What follows belongs to an exercise in optimizing a design on an open flow for small area; a production flow would make more cautious choices.
The RTL was checked by simulation tests, not by an equivalence proof against the original design.
Power and IR drop assume default switching activity.

==> inputs of run a <==
// riscv32i_cpu
module riscv32i_cpu (
    input         clk, reset,
    input         Stall,
    input  [31:0] Instr,
    input         Ext_MemWrite,
    input  [31:0] Ext_WriteData, Ext_DataAdr,
    output        MemWrite,
    output [31:0] WriteData, DataAdr, ReadData,
    output [31:0] PC, Result
);
wire [2:0] f3 = Instr[14:12];
wire [4:0] rs1 = Instr[19:15];
wire [4:0] rs2 = Instr[24:20];
wire [4:0] rd  = Instr[11:7];
wire i_alu    =  Instr[4] & ~Instr[2];                           
wire i_upper  =  Instr[4] &  Instr[2];                           
wire i_load   = ~Instr[4] & ~Instr[6] & ~Instr[5];
wire i_store  = ~Instr[4] & ~Instr[6] &  Instr[5];
wire i_branch = ~Instr[4] &  Instr[6] & ~Instr[2];
wire i_jump   = ~Instr[4] &  Instr[6] &  Instr[2];               
wire i_jal    = i_jump & Instr[3];
wire i_jalr   = i_jump & ~Instr[3];
wire i_auipc  = i_upper & ~Instr[5];
wire regwrite = ~(i_store | i_branch);
wire [31:0] rf [1:31];
wire        rf_we = regwrite & ~reset & ~Stall;
wire [31:0] rd_oh = 32'b1 << rd;
genvar gi, gb;
generate
    for (gi = 1; gi < 32; gi = gi + 1) begin : g_rf
        wire        we = rf_we & rd_oh[gi];
        wire        wn = ~we;
        wire [31:0] d;
        reg  [31:0] q;
        for (gb = 0; gb < 32; gb = gb + 1) begin : g_b
            hold_m u (we, wn, Result[gb], q[gb], d[gb]);
        end
        always @(posedge clk) q <= d;
        assign rf[gi] = q;
    end
endgenerate
wire [31:0] oh1 = (reset | i_upper) ? 32'b0 : (32'b1 << rs1);
wire [31:0] oh2 = reset ? 32'b0 : (32'b1 << rs2);
wire [31:0] rd1, rd2;
wire [1023:0] rf_p1, rf_p2;
generate
    for (gi = 1; gi < 32; gi = gi + 1) begin : g_rfcat
        assign rf_p1[gi*32 +: 32] = rf[gi];
        assign rf_p2[gi*32 +: 32] = rf[gi];
    end
endgenerate
assign rf_p1[31:0] = Ext_DataAdr;
wire [31:0] pc_q;
assign rf_p2[31:0] = Ext_WriteData;
onehot_mux #(33) rp1 ({i_auipc & ~reset, oh1[31:1], reset}, {pc_q, rf_p1}, rd1);
onehot_mux #(32) rp2 ({oh2[31:1], reset}, rf_p2, rd2);
wire use_rs2 = ~reset & Instr[5] & ~Instr[2] & (Instr[4] | Instr[6]);    
  ...
==> flow/config.mk <==
export PLATFORM = sky130hd
export DESIGN_NAME = riscv32i_cpu
export DESIGN_NICKNAME = riscv32i_cpu
export VERILOG_FILES = /design/flow/design.v
export SDC_FILE = /design/flow/constraint.sdc
export NUM_CORES = 4
export LEC_CHECK = 0
export CAP_MARGIN = 20
export CORE_MARGIN = 2
export CORE_UTILIZATION = 58
export PLACE_DENSITY = 0.68
export SETUP_SLACK_MARGIN = 1.0
export SLEW_MARGIN = 20
export SYNTH_HIERARCHICAL = 1
==> flow/constraint.sdc <==
create_clock -name core_clock -period 15.0 [get_ports {clk}]
set_input_delay 3.0000 -clock core_clock [delete_from_list [all_inputs] [get_ports {clk}]]
set_output_delay 3.0000 -clock core_clock [all_outputs]
set_load 0.01 [all_outputs]
standard.sh (not shown) runs the stock make flow with config.mk's settings and CLKGATE_MAP_FILE= SYNTH_SCRIPT=/design/flow/synth_recipe.tcl, a recipe that flattens the netlist after the stock synthesis.
==> flow/flow/run.sh <==
#!/bin/bash
# Own layout flow: the standard ORFS flow (standard.sh), with
#  - clock tree synthesis without dummy loads, clkbuf_16 leaf clusters of up to 22 sinks
#    within 70 um,
#  - port buffers of buf_2 instead of the default delay buffer (which repair can then
#    only resize to other delay cells),
# ORFS writes each step's full log under orfs/logs/; make's own output goes to flow.log.
set -euo pipefail
export CTS_ARGS="-sink_clustering_enable -repair_clock_nets -dont_use_dummy_load -buf_list sky130_fd_sc_hd__clkbuf_16 -sink_clustering_size 22 -sink_clustering_max_diameter 70"
export BUFFER_PORTS_ARGS="-buffer_cell sky130_fd_sc_hd__buf_2"
bash standard.sh > flow.log 2>&1
==> inputs of run b, as changes to run a <==
--- a/flow/design.v
+++ b/flow/design.v
@@ -140,19 +140,12 @@
     for (gi = 0; gi < 32; gi = gi + 1) begin : g_pcn
         aoi222 u (i_jalr, sum[gi], s_pcadd, pcadd[gi], s_pc4, pc4[gi], pcn_t[gi]);
     end
 endgenerate
 wire [31:0] pcnext = ~(pcn_t | {32{reset}});
-wire        pc_we = reset | ~Stall;
-wire        pc_wn = ~pc_we;
-wire [31:0] pc_d;
-generate
-    for (gi = 0; gi < 32; gi = gi + 1) begin : g_pcd
-        hold_m u (pc_we, pc_wn, pcnext[gi], pc_r[gi], pc_d[gi]);
-    end
-endgenerate
-always @(posedge clk) pc_r <= pc_d;
+always @(posedge clk)
+    if (reset || !Stall) pc_r <= pcnext;
 assign MemWrite  = reset ? Ext_MemWrite : i_store;
 assign DataAdr   = sum;
 assign WriteData = rd2;
 wire [5:0]  madr = sum[7:2];
 wire [63:0] moh  = 64'b1 << madr;
==> flow/flow/run.sh (replaced) <==
#!/bin/bash
# Own layout flow: the standard ORFS flow (standard.sh), with
#  - clock tree synthesis without dummy loads, clkbuf_8 leaf clusters of up to 12 sinks
#    within 45 um,
#  - port buffers of buf_2 instead of the default delay buffer (which repair can then
#    only resize to other delay cells),
#  - power recovery after global routing (downsizes gates off the critical paths).
# ORFS writes each step's full log under orfs/logs/; make's own output goes to flow.log.
set -euo pipefail
export CTS_ARGS="-sink_clustering_enable -repair_clock_nets -dont_use_dummy_load -buf_list sky130_fd_sc_hd__clkbuf_8 -sink_clustering_size 12 -sink_clustering_max_diameter 45"
export BUFFER_PORTS_ARGS="-buffer_cell sky130_fd_sc_hd__buf_2"
export RECOVER_POWER=100
bash standard.sh > flow.log 2>&1
--- a/flow/config.mk
+++ b/flow/config.mk
@@ -7,8 +7,8 @@
 export LEC_CHECK = 0
 export CAP_MARGIN = 20
 export CORE_MARGIN = 2
 export CORE_UTILIZATION = 58
 export PLACE_DENSITY = 0.68
-export SETUP_SLACK_MARGIN = 1.0
+export SETUP_SLACK_MARGIN = 0.5
 export SLEW_MARGIN = 20
 export SYNTH_HIERARCHICAL = 1
==> inputs of run c, as changes to run a <==
--- a/flow/design.v
+++ b/flow/design.v
@@ -140,19 +140,12 @@
     for (gi = 0; gi < 32; gi = gi + 1) begin : g_pcn
         aoi222 u (i_jalr, sum[gi], s_pcadd, pcadd[gi], s_pc4, pc4[gi], pcn_t[gi]);
     end
 endgenerate
 wire [31:0] pcnext = ~(pcn_t | {32{reset}});
-wire        pc_we = reset | ~Stall;
-wire        pc_wn = ~pc_we;
-wire [31:0] pc_d;
-generate
-    for (gi = 0; gi < 32; gi = gi + 1) begin : g_pcd
-        hold_m u (pc_we, pc_wn, pcnext[gi], pc_r[gi], pc_d[gi]);
-    end
-endgenerate
-always @(posedge clk) pc_r <= pc_d;
+always @(posedge clk)
+    if (reset || !Stall) pc_r <= pcnext;
 assign MemWrite  = reset ? Ext_MemWrite : i_store;
 assign DataAdr   = sum;
 assign WriteData = rd2;
 wire [5:0]  madr = sum[7:2];
 wire [63:0] moh  = 64'b1 << madr;
==> flow/run.sh (new file) <==
#!/bin/bash
# synth_recipe.tcl (not shown) runs the flow's synth.tcl, then flattens the netlist and writes it again
# the make line also repeats each setting of config.mk as NAME=value (left out here)
make -C /OpenROAD-flow-scripts/flow DESIGN_CONFIG=/design/flow/config.mk WORK_HOME=/design/flow/orfs CLKGATE_MAP_FILE= SYNTH_SCRIPT=/design/flow/synth_recipe.tcl finish
--- a/flow/config.mk
+++ b/flow/config.mk
@@ -6,9 +6,12 @@
 export NUM_CORES = 4
 export LEC_CHECK = 0
 export CAP_MARGIN = 20
 export CORE_MARGIN = 2
 export CORE_UTILIZATION = 58
+export CTS_BUF_LIST = sky130_fd_sc_hd__clkbuf_16
+export CTS_CLUSTER_DIAMETER = 70
+export CTS_CLUSTER_SIZE = 22
 export PLACE_DENSITY = 0.68
-export SETUP_SLACK_MARGIN = 1.0
+export SETUP_SLACK_MARGIN = 0.5
 export SLEW_MARGIN = 20
 export SYNTH_HIERARCHICAL = 1
removed: flow/flow/run.sh
removed: flow/standard.sh
==> summary.txt <==
metric	run b	run a	run c
Outcome	finished with violations	finished clean	finished clean
Violated checks	capacitance limit, slew limit, setup timing	-	-
Worst slew pin tran	5040 ps	1350 ps	1300 ps
Antenna violations before repair	77	61	69
CP Launch Point	Instr[23]	Instr[23]	Instr[15]
Number of fill cells in the layout	15200	15000	14500
Wirelength, routed	544 mm	556 mm	546 mm
Sequential fraction of total cell area	0.462	0.455	0.447
Final setup margin	-150 ps	573 ps	175 ps
Headroom to the max-slew limit	-2.36	0.0989	0.132
Dpl cell area	126000 sq um	127000 sq um	132000 sq um
Proportion of power drawn by the clock network	0.278	0.269	0.284
Number of setup buffers added after CTS	31	73	8
P_int	12.4 mW	12.3 mW	12.7 mW
Endpoint of the worst-slack reg-to-reg timing path	g_dm[59].q[17]$_DFF_P_	g_rf[12].q[24]$_DFF_P_	g_rf[17].q[28]$_DFF_P_
Worst min-delay path endpoint	g_dm[25].q[30]$_DFF_P_	g_dm[49].q[0]$_DFF_P_	g_dm[27].q[30]$_DFF_P_
Met1 Routed Length	198 mm	180 mm	195 mm
Logic depth of the worst setup path including buffers	28	34	31
Maximum frequency from static timing analysis	66.0 MHz	69.3 MHz	67.5 MHz
Number of buffer and inverter stages on the critical path	6	9	8
Final Core Density	0.669	0.677	0.692
GR met2 Demand/Resource	0.661	0.739	0.668
Post-placement setup slack	-633 ps	-355 ps	-475 ps

-- what the ideal ports hide --
No port has a modelled driver above. Below, the same layouts with a new extraction and two added sets of constraints. Step 1 assumes that a clkbuf_16 drives the clock port and a buf_2 every other input. Step 2, shift: input delay + t, output delay - t, t = (earliest + latest rising clock arrival at the registers) / 2. This alone moves slack from input paths to output paths. Three values: no drivers, after step 1, after step 2; two values: the first two.
| run | t (ns) | setup slack, ns | worst setup path after step 2 | pins driven straight from the clock port |
|---|---|---|---|---|
| run a | 0.955 | 0.573 / 0.490 / 0.490 | input to output | 1 |
| run b | 1.179 | -0.150 / -0.225 / -0.225 | input to output | 1 |
| run c | 0.958 | 0.175 / 0.144 / 0.144 | input to output | 1 |
For run a, which loses most, drivers alone change the setup slack by -0.083 ns; drivers and shift together by -0.083 ns.
